From an optimization exercise on the open Yosys and OpenROAD flow, aimed at small area and a short achievable clock period; shortcuts taken in it are not production practice.
In this exercise RTL edits were held to simulation tests only and were not proved equivalent to the original.

==> inputs of job 7518 <==
## ALU
module ALU(
        input               clk,
        input  logic [7:0]  number1,number2,
        input  logic [0:3]  opcode,
        output logic [15:0] resultant
    );
reg [2:0] pre_r, pre_q;
always @(*) begin
    if (number2 >= 8'd8) begin
        pre_q = 3'd0;
        pre_r = number1[7:5];
    end else begin
        case ({number2[2:0], number1[7:5]})
            6'd0: begin pre_q = 3'd7; pre_r = 3'd0; end
            6'd1: begin pre_q = 3'd7; pre_r = 3'd1; end
            6'd2: begin pre_q = 3'd7; pre_r = 3'd2; end
            6'd3: begin pre_q = 3'd7; pre_r = 3'd3; end
            6'd4: begin pre_q = 3'd7; pre_r = 3'd4; end
            6'd5: begin pre_q = 3'd7; pre_r = 3'd5; end
            6'd6: begin pre_q = 3'd7; pre_r = 3'd6; end
            6'd7: begin pre_q = 3'd7; pre_r = 3'd7; end
            6'd8: begin pre_q = 3'd0; pre_r = 3'd0; end
            6'd9: begin pre_q = 3'd1; pre_r = 3'd0; end
            6'd10: begin pre_q = 3'd2; pre_r = 3'd0; end
            6'd11: begin pre_q = 3'd3; pre_r = 3'd0; end
            6'd12: begin pre_q = 3'd4; pre_r = 3'd0; end
            6'd13: begin pre_q = 3'd5; pre_r = 3'd0; end
            6'd14: begin pre_q = 3'd6; pre_r = 3'd0; end
            6'd15: begin pre_q = 3'd7; pre_r = 3'd0; end
            6'd16: begin pre_q = 3'd0; pre_r = 3'd0; end
            6'd17: begin pre_q = 3'd0; pre_r = 3'd1; end
            6'd18: begin pre_q = 3'd1; pre_r = 3'd0; end
            6'd19: begin pre_q = 3'd1; pre_r = 3'd1; end
            6'd20: begin pre_q = 3'd2; pre_r = 3'd0; end
            6'd21: begin pre_q = 3'd2; pre_r = 3'd1; end
            6'd22: begin pre_q = 3'd3; pre_r = 3'd0; end
            6'd23: begin pre_q = 3'd3; pre_r = 3'd1; end
            6'd24: begin pre_q = 3'd0; pre_r = 3'd0; end
            6'd25: begin pre_q = 3'd0; pre_r = 3'd1; end
            6'd26: begin pre_q = 3'd0; pre_r = 3'd2; end
            6'd27: begin pre_q = 3'd1; pre_r = 3'd0; end
  ...
==> flow/config.mk <==
export PLATFORM = sky130hd
export DESIGN_NAME = ALU
export DESIGN_NICKNAME = ALU
export VERILOG_FILES = /design/flow/design.v
export SDC_FILE = /design/flow/constraint.sdc
export NUM_CORES = 4
export LEC_CHECK = 0
export ABC_AREA = 1
export CAP_MARGIN = 20
export CORE_MARGIN = 2
export CORE_UTILIZATION = 60
export CTS_BUF_LIST = sky130_fd_sc_hd__clkbuf_8
export SLEW_MARGIN = 20
export SYNTH_HIERARCHICAL = 1
export SYNTH_MINIMUM_KEEP_SIZE = 0
==> flow/constraint.sdc <==
create_clock -name core_clock -period 38.0 [get_ports {clk}]
set_input_delay 7.6000 -clock core_clock [delete_from_list [all_inputs] [get_ports {clk}]]
set_output_delay 7.6000 -clock core_clock [all_outputs]
set_load 0.01 [all_outputs]
standard.sh (not shown) runs the stock make flow with config.mk's settings and CLKGATE_MAP_FILE= SYNTH_SCRIPT=/design/flow/synth_recipe.tcl, a recipe that flattens the netlist after the stock synthesis.
==> flow/flow/run.sh <==
#!/bin/bash
# The standard layout, with plain buf_2 cells as the port buffers.
# The whole make output goes to standard.log in the work folder.
bash standard.sh BUFFER_PORTS_ARGS="-buffer_cell sky130_fd_sc_hd__buf_2" finish > standard.log 2>&1
==> job 8026 (differences from job 7518) <==
--- a/flow/design.v
+++ b/flow/design.v
@@ -124,98 +124,37 @@
 wire [9:0] m1_5 = {2'b00, b};
 wire [6:0] d1_5 = {1'b0, x5} - {1'b0, m1_5[5:0]};
 wire ge1_5 = ~d1_5[6] & (b < 9'd64);
 wire [0:0] qd5 = ge1_5;
 assign r5 = ge1_5 ? d1_5[5:0] : x5;
 wire [6:0] x6 = {r5, a[1:1]};
 wire [6:0] r6;
 wire [9:0] m1_6 = {2'b00, b};
-wire [6:0] y1_6 = ~m1_6[6:0];
-wire [6:0] g1_6 = x6 & y1_6;
-wire [6:0] p1_6 = x6 ^ y1_6;
-wire G1_6_0_0 = g1_6[0] | p1_6[0];
-wire G1_6_1_1 = g1_6[1];
-wire P1_6_1_1 = p1_6[1];
-wire G1_6_2_2 = g1_6[2];
-wire P1_6_2_2 = p1_6[2];
-wire G1_6_3_3 = g1_6[3];
-wire P1_6_3_3 = p1_6[3];
-wire G1_6_4_4 = g1_6[4];
-wire P1_6_4_4 = p1_6[4];
-wire G1_6_5_5 = g1_6[5];
-wire P1_6_5_5 = p1_6[5];
-wire G1_6_6_6 = g1_6[6];
-wire P1_6_6_6 = p1_6[6];
-wire G1_6_1_0 = G1_6_1_1 | (P1_6_1_1 & G1_6_0_0);
-wire G1_6_3_2 = G1_6_3_3 | (P1_6_3_3 & G1_6_2_2);
-wire P1_6_3_2 = P1_6_3_3 & P1_6_2_2;
-wire G1_6_5_4 = G1_6_5_5 | (P1_6_5_5 & G1_6_4_4);
-wire P1_6_5_4 = P1_6_5_5 & P1_6_4_4;
-wire G1_6_3_0 = G1_6_3_2 | (P1_6_3_2 & G1_6_1_0);
-wire G1_6_2_0 = G1_6_2_2 | (P1_6_2_2 & G1_6_1_0);
-wire G1_6_4_0 = G1_6_4_4 | (P1_6_4_4 & G1_6_3_0);
-wire G1_6_5_0 = G1_6_5_4 | (P1_6_5_4 & G1_6_3_0);
-wire G1_6_6_0 = G1_6_6_6 | (P1_6_6_6 & G1_6_5_0);
-wire [6:0] ci1_6 = {G1_6_5_0, G1_6_4_0, G1_6_3_0, G1_6_2_0, G1_6_1_0, G1_6_0_0, 1'b1};
-wire [7:0] d1_6 = {~G1_6_6_0, p1_6 ^ ci1_6};
-wire ge1_6 = G1_6_6_0 & (b < 9'd128);
+wire [7:0] d1_6 = {1'b0, x6} - {1'b0, m1_6[6:0]};
+wire ge1_6 = ~d1_6[7] & (b < 9'd128);
 wire [0:0] qd6 = ge1_6;
 assign r6 = ge1_6 ? d1_6[6:0] : x6;
 wire [7:0] x7 = {r6, a[0:0]};
 wire [7:0] r7;
 wire [9:0] m1_7 = {2'b00, b};
-wire [7:0] y1_7 = ~m1_7[7:0];
-wire [7:0] g1_7 = x7 & y1_7;
-wire [7:0] p1_7 = x7 ^ y1_7;
-wire G1_7_0_0 = g1_7[0] | p1_7[0];
-wire G1_7_1_1 = g1_7[1];
-wire P1_7_1_1 = p1_7[1];
-wire G1_7_2_2 = g1_7[2];
-wire P1_7_2_2 = p1_7[2];
-wire G1_7_3_3 = g1_7[3];
-wire P1_7_3_3 = p1_7[3];
-wire G1_7_4_4 = g1_7[4];
-wire P1_7_4_4 = p1_7[4];
-wire G1_7_5_5 = g1_7[5];
-wire P1_7_5_5 = p1_7[5];
-wire G1_7_6_6 = g1_7[6];
-wire P1_7_6_6 = p1_7[6];
-wire G1_7_7_7 = g1_7[7];
-wire P1_7_7_7 = p1_7[7];
-wire G1_7_1_0 = G1_7_1_1 | (P1_7_1_1 & G1_7_0_0);
-wire G1_7_3_2 = G1_7_3_3 | (P1_7_3_3 & G1_7_2_2);
-wire P1_7_3_2 = P1_7_3_3 & P1_7_2_2;
-wire G1_7_5_4 = G1_7_5_5 | (P1_7_5_5 & G1_7_4_4);
-wire P1_7_5_4 = P1_7_5_5 & P1_7_4_4;
-wire G1_7_7_6 = G1_7_7_7 | (P1_7_7_7 & G1_7_6_6);
-wire P1_7_7_6 = P1_7_7_7 & P1_7_6_6;
-wire G1_7_3_0 = G1_7_3_2 | (P1_7_3_2 & G1_7_1_0);
-wire G1_7_7_4 = G1_7_7_6 | (P1_7_7_6 & G1_7_5_4);
-wire P1_7_7_4 = P1_7_7_6 & P1_7_5_4;
-wire G1_7_7_0 = G1_7_7_4 | (P1_7_7_4 & G1_7_3_0);
-wire G1_7_2_0 = G1_7_2_2 | (P1_7_2_2 & G1_7_1_0);
-wire G1_7_4_0 = G1_7_4_4 | (P1_7_4_4 & G1_7_3_0);
-wire G1_7_5_0 = G1_7_5_4 | (P1_7_5_4 & G1_7_3_0);
-wire G1_7_6_0 = G1_7_6_6 | (P1_7_6_6 & G1_7_5_0);
-wire [7:0] ci1_7 = {G1_7_6_0, G1_7_5_0, G1_7_4_0, G1_7_3_0, G1_7_2_0, G1_7_1_0, G1_7_0_0, 1'b1};
-wire [8:0] d1_7 = {~G1_7_7_0, p1_7 ^ ci1_7};
-wire ge1_7 = G1_7_7_0;
+wire [8:0] d1_7 = {1'b0, x7} - {1'b0, m1_7[7:0]};
+wire ge1_7 = ~d1_7[8];
 wire [0:0] qd7 = ge1_7;
 assign r7 = ge1_7 ? d1_7[7:0] : x7;
 assign q = {q_pre, qd3, qd4, qd5, qd6, qd7};
 assign rem = r7;
 wire bz = (b == 8'd0);
 always @(posedge clk) begin
     case (op)
-        0:       resultant <= {7'd0, addsub[8], addsub[7:0]};
-        1:       resultant <= {{8{~addsub[8]}}, addsub[7:0]};
-        2:       resultant <= prod;
-        3:       resultant <= {{8{bz}}, q};
-        4:       resultant <= {8'd0, rem};
+        4'd0:    resultant <= {7'd0, addsub[8], addsub[7:0]};
+        4'd1:    resultant <= {{8{~addsub[8]}}, addsub[7:0]};
+        4'd2:    resultant <= prod;
+        4'd3:    resultant <= {{8{bz}}, q};
+        4'd4:    resultant <= {8'd0, rem};
         default: resultant <= resultant;
     endcase
 end
 endmodule
 module mul8(input [7:0] a, input [7:0] b, output [15:0] p);
 wire [63:0] pp;
 ppgen u_pp (.a(a), .b(b), .pp(pp));
 wire s0, c0;
==> job 3976 (differences from job 7518) <==
--- a/flow/design.v
+++ b/flow/design.v
@@ -103,32 +103,91 @@
 wire [15:0] prod;
 mul8 u_mul (.a(a), .b(b), .p(prod));
 wire [7:0] q;
 wire [7:0] rem;
 wire [9:0] b3 = {2'b00, b} + {1'b0, b, 1'b0};
 wire [3:0] x3 = {r_pre, a[4:4]};
 wire [3:0] r3;
 wire [9:0] m1_3 = {2'b00, b};
-wire [4:0] d1_3 = {1'b0, x3} - {1'b0, m1_3[3:0]};
-wire ge1_3 = ~d1_3[4] & (b < 9'd16);
+wire [3:0] y1_3 = ~m1_3[3:0];
+wire [3:0] g1_3 = x3 & y1_3;
+wire [3:0] p1_3 = x3 ^ y1_3;
+wire G1_3_0_0 = g1_3[0] | p1_3[0];
+wire G1_3_1_1 = g1_3[1];
+wire P1_3_1_1 = p1_3[1];
+wire G1_3_2_2 = g1_3[2];
+wire P1_3_2_2 = p1_3[2];
+wire G1_3_3_3 = g1_3[3];
+wire P1_3_3_3 = p1_3[3];
+wire G1_3_1_0 = G1_3_1_1 | (P1_3_1_1 & G1_3_0_0);
+wire G1_3_3_2 = G1_3_3_3 | (P1_3_3_3 & G1_3_2_2);
+wire P1_3_3_2 = P1_3_3_3 & P1_3_2_2;
+wire G1_3_2_0 = G1_3_2_2 | (P1_3_2_2 & G1_3_1_0);
+wire G1_3_3_0 = G1_3_3_2 | (P1_3_3_2 & G1_3_1_0);
+wire [3:0] ci1_3 = {G1_3_2_0, G1_3_1_0, G1_3_0_0, 1'b1};
+wire [4:0] d1_3 = {~G1_3_3_0, p1_3 ^ ci1_3};
+wire ge1_3 = G1_3_3_0 & (b < 9'd16);
 wire [0:0] qd3 = ge1_3;
 assign r3 = ge1_3 ? d1_3[3:0] : x3;
 wire [4:0] x4 = {r3, a[3:3]};
 wire [4:0] r4;
 wire [9:0] m1_4 = {2'b00, b};
-wire [5:0] d1_4 = {1'b0, x4} - {1'b0, m1_4[4:0]};
-wire ge1_4 = ~d1_4[5] & (b < 9'd32);
+wire [4:0] y1_4 = ~m1_4[4:0];
+wire [4:0] g1_4 = x4 & y1_4;
+wire [4:0] p1_4 = x4 ^ y1_4;
+wire G1_4_0_0 = g1_4[0] | p1_4[0];
+wire G1_4_1_1 = g1_4[1];
+wire P1_4_1_1 = p1_4[1];
+wire G1_4_2_2 = g1_4[2];
+wire P1_4_2_2 = p1_4[2];
+wire G1_4_3_3 = g1_4[3];
+wire P1_4_3_3 = p1_4[3];
+wire G1_4_4_4 = g1_4[4];
+wire P1_4_4_4 = p1_4[4];
+wire G1_4_1_0 = G1_4_1_1 | (P1_4_1_1 & G1_4_0_0);
+wire G1_4_3_2 = G1_4_3_3 | (P1_4_3_3 & G1_4_2_2);
+wire P1_4_3_2 = P1_4_3_3 & P1_4_2_2;
+wire G1_4_2_0 = G1_4_2_2 | (P1_4_2_2 & G1_4_1_0);
+wire G1_4_3_0 = G1_4_3_2 | (P1_4_3_2 & G1_4_1_0);
+wire G1_4_4_0 = G1_4_4_4 | (P1_4_4_4 & G1_4_3_0);
+wire [4:0] ci1_4 = {G1_4_3_0, G1_4_2_0, G1_4_1_0, G1_4_0_0, 1'b1};
+wire [5:0] d1_4 = {~G1_4_4_0, p1_4 ^ ci1_4};
+wire ge1_4 = G1_4_4_0 & (b < 9'd32);
 wire [0:0] qd4 = ge1_4;
 assign r4 = ge1_4 ? d1_4[4:0] : x4;
 wire [5:0] x5 = {r4, a[2:2]};
 wire [5:0] r5;
 wire [9:0] m1_5 = {2'b00, b};
-wire [6:0] d1_5 = {1'b0, x5} - {1'b0, m1_5[5:0]};
-wire ge1_5 = ~d1_5[6] & (b < 9'd64);
+wire [5:0] y1_5 = ~m1_5[5:0];
+wire [5:0] g1_5 = x5 & y1_5;
+wire [5:0] p1_5 = x5 ^ y1_5;
+wire G1_5_0_0 = g1_5[0] | p1_5[0];
+wire G1_5_1_1 = g1_5[1];
+wire P1_5_1_1 = p1_5[1];
+wire G1_5_2_2 = g1_5[2];
+wire P1_5_2_2 = p1_5[2];
+wire G1_5_3_3 = g1_5[3];
+wire P1_5_3_3 = p1_5[3];
+wire G1_5_4_4 = g1_5[4];
+wire P1_5_4_4 = p1_5[4];
+wire G1_5_5_5 = g1_5[5];
+wire P1_5_5_5 = p1_5[5];
+wire G1_5_1_0 = G1_5_1_1 | (P1_5_1_1 & G1_5_0_0);
+wire G1_5_3_2 = G1_5_3_3 | (P1_5_3_3 & G1_5_2_2);
+wire P1_5_3_2 = P1_5_3_3 & P1_5_2_2;
+wire G1_5_5_4 = G1_5_5_5 | (P1_5_5_5 & G1_5_4_4);
+wire P1_5_5_4 = P1_5_5_5 & P1_5_4_4;
+wire G1_5_2_0 = G1_5_2_2 | (P1_5_2_2 & G1_5_1_0);
+wire G1_5_3_0 = G1_5_3_2 | (P1_5_3_2 & G1_5_1_0);
+wire G1_5_4_0 = G1_5_4_4 | (P1_5_4_4 & G1_5_3_0);
+wire G1_5_5_0 = G1_5_5_4 | (P1_5_5_4 & G1_5_3_0);
+wire [5:0] ci1_5 = {G1_5_4_0, G1_5_3_0, G1_5_2_0, G1_5_1_0, G1_5_0_0, 1'b1};
+wire [6:0] d1_5 = {~G1_5_5_0, p1_5 ^ ci1_5};
+wire ge1_5 = G1_5_5_0 & (b < 9'd64);
 wire [0:0] qd5 = ge1_5;
 assign r5 = ge1_5 ? d1_5[5:0] : x5;
 wire [6:0] x6 = {r5, a[1:1]};
 wire [6:0] r6;
 wire [9:0] m1_6 = {2'b00, b};
 wire [6:0] y1_6 = ~m1_6[6:0];
 wire [6:0] g1_6 = x6 & y1_6;
 wire [6:0] p1_6 = x6 ^ y1_6;
@@ -145,21 +204,23 @@
 wire P1_6_5_5 = p1_6[5];
 wire G1_6_6_6 = g1_6[6];
 wire P1_6_6_6 = p1_6[6];
 wire G1_6_1_0 = G1_6_1_1 | (P1_6_1_1 & G1_6_0_0);
 wire G1_6_3_2 = G1_6_3_3 | (P1_6_3_3 & G1_6_2_2);
 wire P1_6_3_2 = P1_6_3_3 & P1_6_2_2;
 wire G1_6_5_4 = G1_6_5_5 | (P1_6_5_5 & G1_6_4_4);
 wire P1_6_5_4 = P1_6_5_5 & P1_6_4_4;
-wire G1_6_3_0 = G1_6_3_2 | (P1_6_3_2 & G1_6_1_0);
 wire G1_6_2_0 = G1_6_2_2 | (P1_6_2_2 & G1_6_1_0);
+wire G1_6_3_0 = G1_6_3_2 | (P1_6_3_2 & G1_6_1_0);
+wire G1_6_6_4 = G1_6_6_6 | (P1_6_6_6 & G1_6_5_4);
+wire P1_6_6_4 = P1_6_6_6 & P1_6_5_4;
 wire G1_6_4_0 = G1_6_4_4 | (P1_6_4_4 & G1_6_3_0);
 wire G1_6_5_0 = G1_6_5_4 | (P1_6_5_4 & G1_6_3_0);
-wire G1_6_6_0 = G1_6_6_6 | (P1_6_6_6 & G1_6_5_0);
+wire G1_6_6_0 = G1_6_6_4 | (P1_6_6_4 & G1_6_3_0);
 wire [6:0] ci1_6 = {G1_6_5_0, G1_6_4_0, G1_6_3_0, G1_6_2_0, G1_6_1_0, G1_6_0_0, 1'b1};
 wire [7:0] d1_6 = {~G1_6_6_0, p1_6 ^ ci1_6};
 wire ge1_6 = G1_6_6_0 & (b < 9'd128);
 wire [0:0] qd6 = ge1_6;
 assign r6 = ge1_6 ? d1_6[6:0] : x6;
 wire [7:0] x7 = {r6, a[0:0]};
 wire [7:0] r7;
 wire [9:0] m1_7 = {2'b00, b};
@@ -183,24 +244,26 @@
 wire P1_7_7_7 = p1_7[7];
 wire G1_7_1_0 = G1_7_1_1 | (P1_7_1_1 & G1_7_0_0);
 wire G1_7_3_2 = G1_7_3_3 | (P1_7_3_3 & G1_7_2_2);
 wire P1_7_3_2 = P1_7_3_3 & P1_7_2_2;
 wire G1_7_5_4 = G1_7_5_5 | (P1_7_5_5 & G1_7_4_4);
 wire P1_7_5_4 = P1_7_5_5 & P1_7_4_4;
 wire G1_7_7_6 = G1_7_7_7 | (P1_7_7_7 & G1_7_6_6);
 wire P1_7_7_6 = P1_7_7_7 & P1_7_6_6;
+wire G1_7_2_0 = G1_7_2_2 | (P1_7_2_2 & G1_7_1_0);
 wire G1_7_3_0 = G1_7_3_2 | (P1_7_3_2 & G1_7_1_0);
+wire G1_7_6_4 = G1_7_6_6 | (P1_7_6_6 & G1_7_5_4);
+wire P1_7_6_4 = P1_7_6_6 & P1_7_5_4;
 wire G1_7_7_4 = G1_7_7_6 | (P1_7_7_6 & G1_7_5_4);
 wire P1_7_7_4 = P1_7_7_6 & P1_7_5_4;
-wire G1_7_7_0 = G1_7_7_4 | (P1_7_7_4 & G1_7_3_0);
-wire G1_7_2_0 = G1_7_2_2 | (P1_7_2_2 & G1_7_1_0);
 wire G1_7_4_0 = G1_7_4_4 | (P1_7_4_4 & G1_7_3_0);
 wire G1_7_5_0 = G1_7_5_4 | (P1_7_5_4 & G1_7_3_0);
-wire G1_7_6_0 = G1_7_6_6 | (P1_7_6_6 & G1_7_5_0);
+wire G1_7_6_0 = G1_7_6_4 | (P1_7_6_4 & G1_7_3_0);
+wire G1_7_7_0 = G1_7_7_4 | (P1_7_7_4 & G1_7_3_0);
 wire [7:0] ci1_7 = {G1_7_6_0, G1_7_5_0, G1_7_4_0, G1_7_3_0, G1_7_2_0, G1_7_1_0, G1_7_0_0, 1'b1};
 wire [8:0] d1_7 = {~G1_7_7_0, p1_7 ^ ci1_7};
 wire ge1_7 = G1_7_7_0;
 wire [0:0] qd7 = ge1_7;
 assign r7 = ge1_7 ? d1_7[7:0] : x7;
 assign q = {q_pre, qd3, qd4, qd5, qd6, qd7};
 assign rem = r7;
 wire bz = (b == 8'd0);
==> reports/results.tsv <==
metric	value	unit
status	complete, no violations	
yosys.area_share.simple	24.05	%
tightest_slew	0.7192	ns
startpoint	b[1]	
synth_compound_area_share	7.845	%
drt-initial-drc-count	161	
regToRegSetupSlack	29.52	ns
path_common_cell	nand2_1	
dp_hpwl	9.229	mm
start_util	61.85	%
r2r_cells	41	
yosysSeqAreaShare	19.80	%
The numbers above come from job 7518.

==> reports/results.tsv <==
metric	value	unit
status	complete, no violations	
utilization	67.57	%
cp_max_fo	6	
yosys.area_share.simple	23.65	%
r2r_cells	35	
synth_compound_area_share	8.580	%
start_util	61.54	%
yosysSeqAreaShare	19.90	%
setup_viol	0	
startpoint	number2[4]	
dp_hpwl	9.071	mm
worst_ep_arrival_time	8.71	ns
The numbers above come from job 3976.

==> reports/results.tsv <==
metric	value	unit
status	complete, no violations	
regToRegSetupSlack	30.17	ns
synth_compound_area_share	8.175	%
dp_hpwl	9.456	mm
tightest_slew	1.072	ns
yosys.area_share.simple	25.60	%
start_util	62.27	%
drt-initial-drc-count	248	
startpoint	resultant[4]	
r2r_cells	19	
synth_seq_cells	42	
The numbers above come from job 8026.

## static timing again, ports no longer ideal
No port has a modelled driver above. Below, the same layouts with a new extraction and two added sets of constraints. Step 1 sets driving cells, clkbuf_16 on the clock port and buf_2 on the other inputs (assumed; they add their load-dependent delay and slew). Step 2 adds t to the input delays and takes it off the output delays; t is the mean of the earliest and latest rising clock arrival at the registers after step 1. Input paths then give back, and output paths get back, about the clock's delay inside the block. a / b / c = ideal ports / drivers / drivers and shift; a / b = the first two.
run | t (ns) | slack for setup (ns) | worst setup path at the end | worst register clock-pin slew, ns
job 7518 | 0.335 | 29.522 / 29.522 / 29.258 | input to register | 0.10 / 0.10
job 8026 | 0.328 | 29.560 / 29.528 / 29.277 | input to register | 0.09 / 0.09
job 3976 | 0.330 | 29.499 / 29.514 / 29.185 | input to register | 0.09 / 0.09
After both steps every run listed still meets setup and hold. The setup slack of job 3976, which loses most, moves by +0.015 ns with the drivers and by -0.314 ns with both steps.
